This design comes from an exercise in tuning for small area on the open sky130 flow, not from production work. Only the layout flow was run in this run; the RTL was not checked for function there.

<file path="run.sh">
#!/bin/bash
# synth_recipe.tcl (not shown) runs the flow's synth.tcl, then flattens the netlist and writes it again
# the make line also repeats each setting of config.mk as NAME=value (left out here)
make -C /OpenROAD-flow-scripts/flow DESIGN_CONFIG=/design/flow/config.mk WORK_HOME=/design/flow/orfs CLKGATE_MAP_FILE= SYNTH_SCRIPT=/design/flow/synth_recipe.tcl finish
</file>
<file path="design.v">
module directional_traffic_controller (
    input wire clk, reset,
    input wire [1:0] north_ml_level, south_ml_level,
    input wire [1:0] east_ml_level, west_ml_level,
    input wire ml_prediction_valid,
    input wire emergency_override,
    input wire [1:0] emergency_direction,
    input wire [7:0] north_queue, south_queue,
    input wire [7:0] east_queue, west_queue,
    output reg [2:0] north_light, south_light, east_light, west_light,
    output reg [3:0] current_phase,
    output reg [31:0] phase_timer,   
    output reg [1:0] current_mode
);
    localparam ONE_SECOND = 50;
    localparam RED = 3'b100, YELLOW = 3'b010, GREEN = 3'b001;
    localparam PHASE_NS_GREEN = 4'd0;
    localparam PHASE_NS_YELLOW = 4'd1;
    localparam PHASE_ALL_RED_1 = 4'd2;
    localparam PHASE_EW_GREEN = 4'd3;
    localparam PHASE_EW_YELLOW = 4'd4;
    localparam PHASE_ALL_RED_2 = 4'd5;
    localparam MODE_NORMAL = 2'b00;
    localparam MODE_ADAPTIVE = 2'b01;
    localparam MODE_EMERGENCY = 2'b10;
    reg [1:0] stored_north_level, stored_south_level;
    reg [1:0] stored_east_level, stored_west_level;
    reg [31:0] green_time_ns, green_time_ew;
    reg [31:0] yellow_time, all_red_time;
    reg [31:0] cycle_counter;
    reg [31:0] phase_duration;
    reg adaptive_mode_active;
    always @(*) begin
        yellow_time = 3 * ONE_SECOND;
        all_red_time = 2 * ONE_SECOND;
        if (adaptive_mode_active) begin
            case (stored_north_level > stored_south_level ? stored_north_level : stored_south_level)
                2'b00: green_time_ns = 30 * ONE_SECOND;
                2'b01: green_time_ns = 40 * ONE_SECOND;
                2'b10: green_time_ns = 50 * ONE_SECOND;
                2'b11: green_time_ns = 60 * ONE_SECOND;
            endcase
            case (stored_east_level > stored_west_level ? stored_east_level : stored_west_level)
                2'b00: green_time_ew = 30 * ONE_SECOND;
                2'b01: green_time_ew = 40 * ONE_SECOND;
                2'b10: green_time_ew = 50 * ONE_SECOND;
                2'b11: green_time_ew = 60 * ONE_SECOND;
            endcase
            if (north_queue > south_queue + 20 || south_queue > north_queue + 20)
                green_time_ns = green_time_ns + (10 * ONE_SECOND);
            if (east_queue > west_queue + 20 || west_queue > east_queue + 20)
                green_time_ew = green_time_ew + (10 * ONE_SECOND);
        end else begin
            green_time_ns = 20 * ONE_SECOND;
            green_time_ew = 20 * ONE_SECOND;
        end
        case(current_phase)
            PHASE_NS_GREEN: phase_duration = green_time_ns;
            PHASE_NS_YELLOW: phase_duration = yellow_time;
            PHASE_ALL_RED_1: phase_duration = all_red_time;
            PHASE_EW_GREEN: phase_duration = green_time_ew;
            PHASE_EW_YELLOW: phase_duration = yellow_time;
            PHASE_ALL_RED_2: phase_duration = all_red_time;
            default: phase_duration = green_time_ns;
        endcase
    end
    always @(posedge clk or posedge reset) begin
        if (reset) begin
            stored_north_level <= 2'b00;
            stored_south_level <= 2'b00;
            stored_east_level <= 2'b00;
            stored_west_level <= 2'b00;
            adaptive_mode_active <= 0;
        end else begin
            if (ml_prediction_valid) begin
                stored_north_level <= north_ml_level;
                stored_south_level <= south_ml_level;
                stored_east_level <= east_ml_level;
                stored_west_level <= west_ml_level;
                adaptive_mode_active <= 1;
            end
        end
    end
    always @(posedge clk or posedge reset) begin
        if (reset) begin
            current_phase <= PHASE_NS_GREEN;
            cycle_counter <= 0;
            phase_timer <= 30;
            current_mode <= MODE_NORMAL;
            north_light <= GREEN;
            south_light <= GREEN;
            east_light <= RED;
            west_light <= RED;
        end else begin
            if (emergency_override) begin
                current_mode <= MODE_EMERGENCY;
                cycle_counter <= 0;
                phase_timer <= 999;
                case (emergency_direction)
                    2'b00: begin   
                        north_light <= GREEN;
                        south_light <= RED;
                        east_light <= RED;
                        west_light <= RED;
                    end
                    2'b01: begin   
                        north_light <= RED;
                        south_light <= GREEN;
                        east_light <= RED;
                        west_light <= RED;
                    end
                    2'b10: begin   
                        north_light <= RED;
                        south_light <= RED;
                        east_light <= GREEN;
                        west_light <= RED;
                    end
                    2'b11: begin   
                        north_light <= RED;
                        south_light <= RED;
                        east_light <= RED;
                        west_light <= GREEN;
                    end
                endcase
            end else begin
                current_mode <= adaptive_mode_active ? MODE_ADAPTIVE : MODE_NORMAL;
                if (cycle_counter == 0) begin
                    phase_timer <= phase_duration / ONE_SECOND;
                end else begin
                    phase_timer <= (phase_duration - cycle_counter) / ONE_SECOND;
                end
                cycle_counter <= cycle_counter + 1;
                case (current_phase)
                    PHASE_NS_GREEN: begin
                        north_light <= GREEN;
                        south_light <= GREEN;
                        east_light <= RED;
                        west_light <= RED;
                        if (cycle_counter >= phase_duration) begin
                            current_phase <= PHASE_NS_YELLOW;
                            cycle_counter <= 0;
                        end
                    end
                    PHASE_NS_YELLOW: begin
                        north_light <= YELLOW;
                        south_light <= YELLOW;
                        east_light <= RED;
                        west_light <= RED;
                        if (cycle_counter >= phase_duration) begin
                            current_phase <= PHASE_ALL_RED_1;
                            cycle_counter <= 0;
                        end
                    end
                    PHASE_ALL_RED_1: begin
                        north_light <= RED;
                        south_light <= RED;
                        east_light <= RED;
                        west_light <= RED;
                        if (cycle_counter >= phase_duration) begin
                            current_phase <= PHASE_EW_GREEN;
                            cycle_counter <= 0;
                        end
                    end
                    PHASE_EW_GREEN: begin
                        north_light <= RED;
                        south_light <= RED;
                        east_light <= GREEN;
                        west_light <= GREEN;
                        if (cycle_counter >= phase_duration) begin
                            current_phase <= PHASE_EW_YELLOW;
                            cycle_counter <= 0;
                        end
                    end
                    PHASE_EW_YELLOW: begin
                        north_light <= RED;
                        south_light <= RED;
                        east_light <= YELLOW;
                        west_light <= YELLOW;
                        if (cycle_counter >= phase_duration) begin
                            current_phase <= PHASE_ALL_RED_2;
                            cycle_counter <= 0;
                        end
                    end
                    PHASE_ALL_RED_2: begin
                        north_light <= RED;
                        south_light <= RED;
                        east_light <= RED;
                        west_light <= RED;
                        if (cycle_counter >= phase_duration) begin
                            current_phase <= PHASE_NS_GREEN;
                            cycle_counter <= 0;
                        end
                    end
                    default: begin
                        current_phase <= PHASE_NS_GREEN;
                        cycle_counter <= 0;
                    end
                endcase
            end
        end
    end
endmodule
</file>
<file path="constraint.sdc">
create_clock -name core_clock -period 30.0 [get_ports {clk}]
set_input_delay 6.0000 -clock core_clock [delete_from_list [all_inputs] [get_ports {clk}]]
set_output_delay 6.0000 -clock core_clock [all_outputs]
set_load 0.01 [all_outputs]
</file>
<file path="config.mk">
export PLATFORM = sky130hd
export DESIGN_NAME = directional_traffic_controller
export DESIGN_NICKNAME = directional_traffic_controller
export VERILOG_FILES = /design/flow/design.v
export SDC_FILE = /design/flow/constraint.sdc
export NUM_CORES = 4
export LEC_CHECK = 0
export CAP_MARGIN = 20
export CORE_MARGIN = 2
export CORE_UTILIZATION = 40
export SLEW_MARGIN = 20
</file>
==> results.txt <==
==> per-layer routing <==
layer  global-route usage, %  part of all wire (%)
met1                    30.6                    47
met2                    37.3                    48
met3                    2.39                   4.7
met4                    4.06                   1.2
met5                       0                     0
==> sequential cells by signal, summed over array words and instances, names as in the netlist, 3 cells and up <==
name,count
cycle_counter,32
phase_timer,27
current_phase,3
east_light,3
north_light,3
==> cell type report <==
| class | instances | share of cell area [%] |
|---|---|---|
| clock buffers | 10 | 1.67 |
| clock inverters | 6 | 0.376 |
| inverters | 65 | 1.72 |
| multi-input cells | 1494 | 71.1 |
| flip-flops and latches | 83 | 14.6 |
| well taps | 402 | 3.52 |
| repair buffers | 104 | 6.98 |
==> synthesized netlist by cell type, types with 23 or more instances <==
master    number
inv_1         64
a21o_1        30
nand2_1      153
ha_1          69
nand3_1       62
a21oi_1      129
o21ai_0       80
and2_1        30
nor2_1       192
buf_4         23
o21ai_1       29
xor2_1        26
a211oi_1      25
dfrtp_1       75
mux2i_1       23
clkbuf_1      23
xnor2_1       48
nor3_1        48
==> worst min-delay path by stage <==
stage,start,to,cells past startpoint
floorplan,west_light[2]$_DFFE_PP1P_,west_light[2]$_DFFE_PP1P_,2
global placement,west_light[2]$_DFFE_PP1P_,west_light[2]$_DFFE_PP1P_,2
detailed placement,west_light[2]$_DFFE_PP1P_,west_light[2]$_DFFE_PP1P_,2
CTS,west_light[2]$_DFFE_PP1P_,west_light[2]$_DFFE_PP1P_,2
global route,east_light[2]$_DFFE_PP1P_,east_light[2]$_DFFE_PP1P_,2
finish,west_light[2]$_DFFE_PP1P_,west_light[2]$_DFFE_PP1P_,2
==> logic make-up after synthesis <==
kind of cell	share of synthesized area, %
and+or+nand+nor	25.4
AOI/OAI and AO/OA	36.9
buffers and inverters	4.58
DFF	16.4
adders and majority gates	7.34
xor gates and xnor gates	5.10
muxes	4.23
other	0.0295
==> repair_timing <==
item	in CTS	in global routing
gates resized for setup	0	6
setup endpoints to repair	0	2
setup buffers	0	3
==> metrics by stage <==
stage / setup slack, ns / hold WS, ns / instances
finish: 1.56 / 0.497 / 2164
global route: 0.0618 / 0.534 / 2164
CTS: 1.04 / 0.497 / 2161
detailed placement: 0.692 / 0.486 / 2145
global placement: 1.25 / 0.484 / 2145
floorplan: 4.83 / 0.497 / 1703
==> worst reg2reg max path, delay by kind of cell, from the launching register on <==
| kind | cells | cell delay, ns |
|---|---|---|
| AO/OA/AOI/OAI | 45 | 12.32 |
| AND/OR/NAND/NOR | 19 | 4.43 |
| multiplexers | 6 | 2.35 |
| adder cells (fa/ha/maj) | 5 | 1.51 |
| buffers and inverters | 5 | 0.76 |
| flip-flops | 1 | 0.36 |
| XOR/XNOR | 1 | 0.15 |
==> results by group <==
Logic synthesis
  • EDFF count, synth: 0
  • Asr flop ratio synth: 100%
  • Post-Syn Area: 12700 um2
  • Primary FF master, synth: dfrtp_1
  • Cell variety after synth: 133
  • Area share of the largest cell type after synthesis: 14.8%
  • Syn Inst Count: 1680
  • Mapped Avg Cell Area: 7.57 um2
  • Area contributors post-synth: dfrtp_1, ha_1, nor2_1, a21oi_1, nand2_1
  • Syn. warnings: 1
  • Sequential fraction of the synthesis area: 16.4%
  • FF+latch count, synth: 83
  • Yosys top cell by area: dfrtp_1

Layout
  • Most common cell after layout, fill and taps aside: nor2_1
  • Fillers: 3099
  • Area delta synth->final: 12.5%
  • Multi-input gate area: 10200 um2
  • NumNets Final: 1873
  • Most frequent cells in the layout: nor2_1, nand2_1, a21oi_1
  • ANT cells: 0
  • Utilization after layout: 45.6%
  • FF+latch area: 2090 um2
  • Fraction of layout instances using a drive strength above 1: 10.2%
  • Final design area excluding fillers: 14300 um2

Global route
  • Maximum number of pins on one net before global-route repair: 72
  • Initial antenna violation count: 0
  • First-pass GRT wire length: 61.9 mm
  • Total Routing Usage GR: 22.1%
  • Number of global-route vias before repair: 12300
  • Grt total ovfl: 0

Critical path
  • Worst flop-to-flop path startpoint: stored_west_level[1]$_DFFE_PP0P_
  • WP data arrival: 28.66 ns
  • Crit path capture type: register
  • CP Depth: 84
  • Critical path class: primary input to register
  • CP endpoint: phase_timer[0]$_DFF_PP0_
  • R2R setup slack: 7.95 ns
  • Critical Path RT: 30.22 ns
  • CP startpoint kind: primary input
  • Max stage delay on crit path: 0.53 ns
  • CP Max Fanout: 12
  • R2R cell count: 81
  • Delay-heaviest family, CP: compound AO/OA/AOI/OAI gates
  • FF-to-FF End: phase_timer[0]$_DFF_PP0_
  • CP bufs+invs: 4
  • Crit path from: east_queue[2]
  • Crit-path slowest cell: a2bb2oi_1

Placement
  • Detailed placer's ending HPWL: 28.5 mm
  • Area after DPL: 13900 um2
  • Placer Congestion: 0.928
  • # port buffers: 89

Floorplanning
  • Cell row count: 65
  • Die height: 182 um
  • Total core area: 31400 um2
  • Die Span X: 182 um
  • Initial Util: 40.5%
  • Top Ports: 96
  • DIE AREA: 33200 um2

Timing
  • Setup TNS: 0 ns
  • Headroom to the max-slew limit: 33.5%
  • Final setup vio count: 0
  • Final Cycle Share: 94.8%
  • Worst Skew: 0.00804 ns
  • Max Clock Freq: 0.0352 GHz
  • Hold Fails Final Rpt: 0
  • Worst-margin pin slew: 0.997 ns
  • Unrepaired setup endpoints after global routing: false
  • Min Tclk post-route: 28.44 ns
  • Fin. max-slew vios: 0

Routing
  • Drt initial violations: 1314
  • Routed WL per cell: 17.3 um
  • Vias/cell: 6.17
  • DRC Markers: 0
  • Total wire length: 37.4 mm
  • Final ANT Viol Nets: 0
  • Via count: 13400
  • TritonRoute pass-1 iters: 6

CTS
  • CTS tree: done
  • Clock-pin slew on the worst setup and hold paths: 0.07 ns
  • Hold-fix buffers, CTS: 0
  • H-Tree Depth: 3
  • Clk root buf: clkbuf_16
  • Clock Latency Late Sink: 0.36 ns
  • Clock Sinks: 83
  • CTS Buf Count: 9
  • Clk buf depth: 2

Min path
  • Worst hold path type: register to register

Run status
  • Status: timing/DRC/antenna clean

Job
  • Max_cap viols: 0

-- static timing again, ports no longer ideal --
The results above use ideal ports. As a check the final layout listed here was re-extracted and re-timed, cells and wires unchanged. Step 1: set_driving_cell puts a clkbuf_16 on clk and a buf_2 on each other input, an assumption about the parent block. Step 2 also shifts input and output timing later by t, the mid clock arrival at the registers, as if the neighbouring blocks saw the same clock. Three values: no drivers, after step 1, after step 2; two values: the first two.
t, ns: 0.402
slack for setup (ns): 1.565 / 1.583 / 1.180
clock arrival spread, ns: 0.010 / 0.009
worst register clock-pin slew, ns: 0.07 / 0.07
After both steps this run still meets setup and hold. The setup slack of this run moves by +0.018 ns with the drivers and by -0.385 ns with both steps.
